This design comes from an exercise in tuning for small area, a short achievable clock period and few clock cycles on the open sky130 flow, not from production work.
RTL that was checked went through simulation tests only; none was proved equivalent to the original.

## Riscv_core
module Riscv_core
    (
        input                   clk,
        input                   rst_n,
        output  [13:0]          rom_addr,    
        input   [31:0]          inst,
        output  [31:0]          dmem_addr,   
        input   [31:0]          dmem_rdata,  
        output  [31:0]          dmem_wdata,  
        output  [3:0]           dmem_wmask   
    );
    integer     k;
    reg  [31:2] pc_f;
    reg         d_valid;
    reg  [31:0] d_ir;
    reg  [31:2] d_pc;
    reg  [31:2] e_pc, e_tgt;
    reg         e_pred;      
    reg         e_next;      
    reg  [31:0] e_a, e_b, e_imm;
    reg  [4:0]  e_rd;
    reg  [2:0]  e_f3;
    reg         e_alt;       
    reg         e_use_b;     
    reg         e_wen, e_aluop, e_load, e_store, e_branch, e_jal, e_jalr;
    reg         e_lui, e_auipc, e_mul, e_div;
    reg  [31:0] m_val, m_wdata;
    reg  [4:0]  m_rd;
    reg  [2:0]  m_f3;
    reg         m_wen, m_load, m_store, m_neg;
    reg  [31:0] rf [1:31];
    wire [31:0] op2   = e_use_b ? e_b : e_imm;
  ...
==> flow/config.mk <==
export PLATFORM = sky130hd
export DESIGN_NAME = Riscv_core
export DESIGN_NICKNAME = Riscv_core
export VERILOG_FILES = /design/flow/design.v
export SDC_FILE = /design/flow/constraint.sdc
export NUM_CORES = 8
export LEC_CHECK = 0
export ABC_AREA = 1
export CAP_MARGIN = 30
export CORE_MARGIN = 2
export CORE_UTILIZATION = 45
export PLACE_DENSITY = 0.6
export SLEW_MARGIN = 20
export SETUP_SLACK_MARGIN = 17
export BUFFER_PORTS_ARGS = -buffer_cell sky130_fd_sc_hd__buf_4
==> flow/constraint.sdc <==
create_clock -name core_clock -period 24.0 [get_ports {clk}]
set_input_delay 4.8000 -clock core_clock [delete_from_list [all_inputs] [get_ports {clk}]]
set_output_delay 4.8000 -clock core_clock [all_outputs]
set_load 0.01 [all_outputs]
standard.sh (not shown) runs the stock make flow with config.mk's settings and CLKGATE_MAP_FILE= SYNTH_SCRIPT=/design/flow/synth_recipe.tcl, a recipe that flattens the netlist after the stock synthesis.
==> flow/flow/run.sh <==
#!/bin/bash
# Standard layout, with the timing repair aiming for a setup margin and
# ordinary buffers (not delay cells) on the ports.
cp standard.sh standard_sh.txt
cp config.mk config_mk_my.txt
echo "export SETUP_SLACK_MARGIN = 17" >> config.mk
echo "export BUFFER_PORTS_ARGS = -buffer_cell sky130_fd_sc_hd__buf_4" >> config.mk
bash standard.sh > standard.log 2>&1
The first run finished clean.
Testbench counts at the start, summed over its fixed seeds: cycles 36,744.
Then changed:
--- a/flow/design.v
+++ b/flow/design.v
@@ -15,12 +15,13 @@
     reg         d_valid;
     reg  [31:0] d_ir;
     reg  [31:2] d_pc;
     reg  [31:2] e_pc, e_tgt;
     reg         e_pred;      
     reg         e_next;      
+    reg         e_skip;      
     reg  [31:0] e_a, e_b, e_imm;
     reg  [4:0]  e_rd;
     reg  [2:0]  e_f3;
     reg         e_alt;       
     reg         e_use_b;     
     reg         e_wen, e_aluop, e_load, e_store, e_branch, e_jal, e_jalr;
@@ -62,13 +63,15 @@
             default: alu_out = e_a & op2;
         endcase
     end
     wire [31:2] pc4    = e_pc + 30'd1;
     wire        br_c   = e_f3[2] ? (e_f3[1] ? ltu : lts) : eq;
     wire        taken  = e_branch & (br_c ^ e_f3[0]);
-    wire        redirect = e_jalr | (e_branch & ~e_next & (taken ^ e_pred));
+    wire        d_fp;
+    wire        kill   = taken & e_skip & ~d_fp;
+    wire        redirect = e_jalr | (e_branch & ~e_next & ~kill & (taken ^ e_pred));
     wire [31:2] redirect_pc = e_jalr ? sum[31:2] : e_pred ? pc4 : e_tgt;
     reg  [31:0] e_res;
     always @(*) begin
         if (e_jal | e_jalr)  e_res = {pc4, 2'b00};
         else if (e_lui)      e_res = e_imm;
         else if (e_auipc)    e_res = {e_tgt, 2'b00};
@@ -275,13 +278,13 @@
         else
             d_imm = {{20{d_ir[31]}}, d_ir[31:20]};
     end
     wire        use1 = ~(d_lui | d_auipc | d_jal);
     wire        use2 = d_r_type | d_st | d_br;
     wire        e_late = e_load | e_mul | e_div;
-    wire        hazard = d_valid & e_wen & e_late &
+    wire        hazard = d_valid & ~kill & e_wen & e_late &
                          ((use1 & (rs1 == e_rd)) | (use2 & (rs2 == e_rd)));
     reg  [31:0] rf1, rf2;
     always @(*) begin
         rf1 = 32'd0;
         rf2 = 32'd0;
         for (k = 1; k < 32; k = k + 1) begin
@@ -293,17 +296,23 @@
     wire        fe2 = e_wen & (e_rd == rs2);
     wire        fm1 = m_wen & (m_rd == rs1);
     wire        fm2 = m_wen & (m_rd == rs2);
     wire [31:0] rv1 = (rs1 == 5'd0) ? 32'd0 : fe1 ? e_res : fm1 ? wb : rf1;
     wire [31:0] rv2 = (rs2 == 5'd0) ? 32'd0 : fe2 ? e_res : fm2 ? wb : rf2;
     wire        go   = e_done & ~redirect & ~hazard;    
-    wire        take = go & d_valid;
+    wire        take = go & d_valid & ~kill;
     wire [31:2] d_tgt  = d_pc + d_imm[31:2];
     wire        d_next = (d_imm == 32'd4);
-    wire        d_pred = (d_jal & ~d_next) | (d_br & d_imm[31]);
+    wire        d_pred = d_br & d_imm[31];
+    assign      d_fp   = d_valid & (d_jal | d_pred);
     assign rom_addr = pc_f[15:2];
+    wire        f_jal  = (inst[6:0] == 7'b1101111);
+    wire        f_bb   = (inst[6:0] == 7'b1100011) & inst[31];
+    wire [31:2] f_imm  = f_jal ? {{12{inst[31]}}, inst[19:12], inst[20], inst[30:22]} :
+                                 {{20{inst[31]}}, inst[7], inst[30:25], inst[11:9]};
+    wire [31:2] f_tgt  = pc_f + f_imm;
     always @(posedge clk or negedge rst_n) begin
         if (!rst_n) begin
             pc_f     <= 30'd0;
             d_valid  <= 1'b0;
             e_wen    <= 1'b0;
             e_aluop  <= 1'b0;
@@ -318,19 +327,14 @@
             e_div    <= 1'b0;
         end else if (e_done) begin
             if (redirect) begin
                 pc_f    <= redirect_pc;
                 d_valid <= 1'b0;
             end else if (~hazard) begin
-                if (d_valid & d_pred) begin
-                    pc_f    <= d_tgt;
-                    d_valid <= 1'b0;
-                end else begin
-                    pc_f    <= pc_f + 30'd1;
-                    d_valid <= 1'b1;
-                end
+                pc_f    <= (f_jal | f_bb) ? f_tgt : pc_f + 30'd1;
+                d_valid <= 1'b1;
             end
             e_wen    <= take & (rd != 5'd0) &
                         (d_r_type | d_i_alu | d_ld | d_jal | d_jalr | d_lui | d_auipc);
             e_aluop  <= take & ((d_r_type & ~d_ir[25]) | d_i_alu);
             e_load   <= take & d_ld;
             e_store  <= take & d_st;
@@ -349,12 +353,13 @@
             d_pc <= pc_f;
         end
         e_pc    <= d_pc;
         e_tgt   <= d_tgt;
         e_pred  <= d_pred;
         e_next  <= d_next;
+        e_skip  <= (d_imm == 32'd8);
         e_imm   <= d_imm;
         e_alt   <= d_ir[30];
         e_use_b <= d_r_type | d_br;
         if (e_done) begin
             e_a     <= rv1;
             e_b     <= rv2;
Result: Synthesized cell count falls by 2.3%; worst hold slack is better by 0.0065 ns; final cell count is lower by about 1.4%; via count is lower by about 3.3%; routed wire length falls by 7.0%; core utilization came out higher by 0.38 points; flip-flop and latch count grows by 1; first-iteration DRC count went down by 11%; clock skew decreases by 0.035 ns; non-clock buffer count went up by 25.
Only the layout flow was run in the second run of this note; the RTL was not checked for function there.

-- port drivers added, routing unchanged --
In the flow no input, the clock included, has a driving cell. The finished layouts below were timed again as built, in two steps. Step 1 assumes that a clkbuf_16 drives the clock port and a buf_2 every other input. Step 2 times the ports against the registers' clock, not the clock port: input delays grow and output delays shrink by t, the midpoint of the rising clock arrivals with the driver on. Slacks: ideal ports / drivers / drivers and shift; pairs: ideal ports / drivers.
| run | shift t [ns] | slack for setup (ns) | clock arrival spread, ns |
|---|---|---|---|
| the first run | 0.939 | 16.937 / 16.908 / 16.089 | 0.109 / 0.109 |
| the second run | 0.954 | 16.726 / 16.768 / 15.814 | 0.074 / 0.074 |
After both steps every run listed still meets setup and hold. For the second run, which loses most, drivers alone change the setup slack by +0.042 ns; drivers and shift together by -0.912 ns.
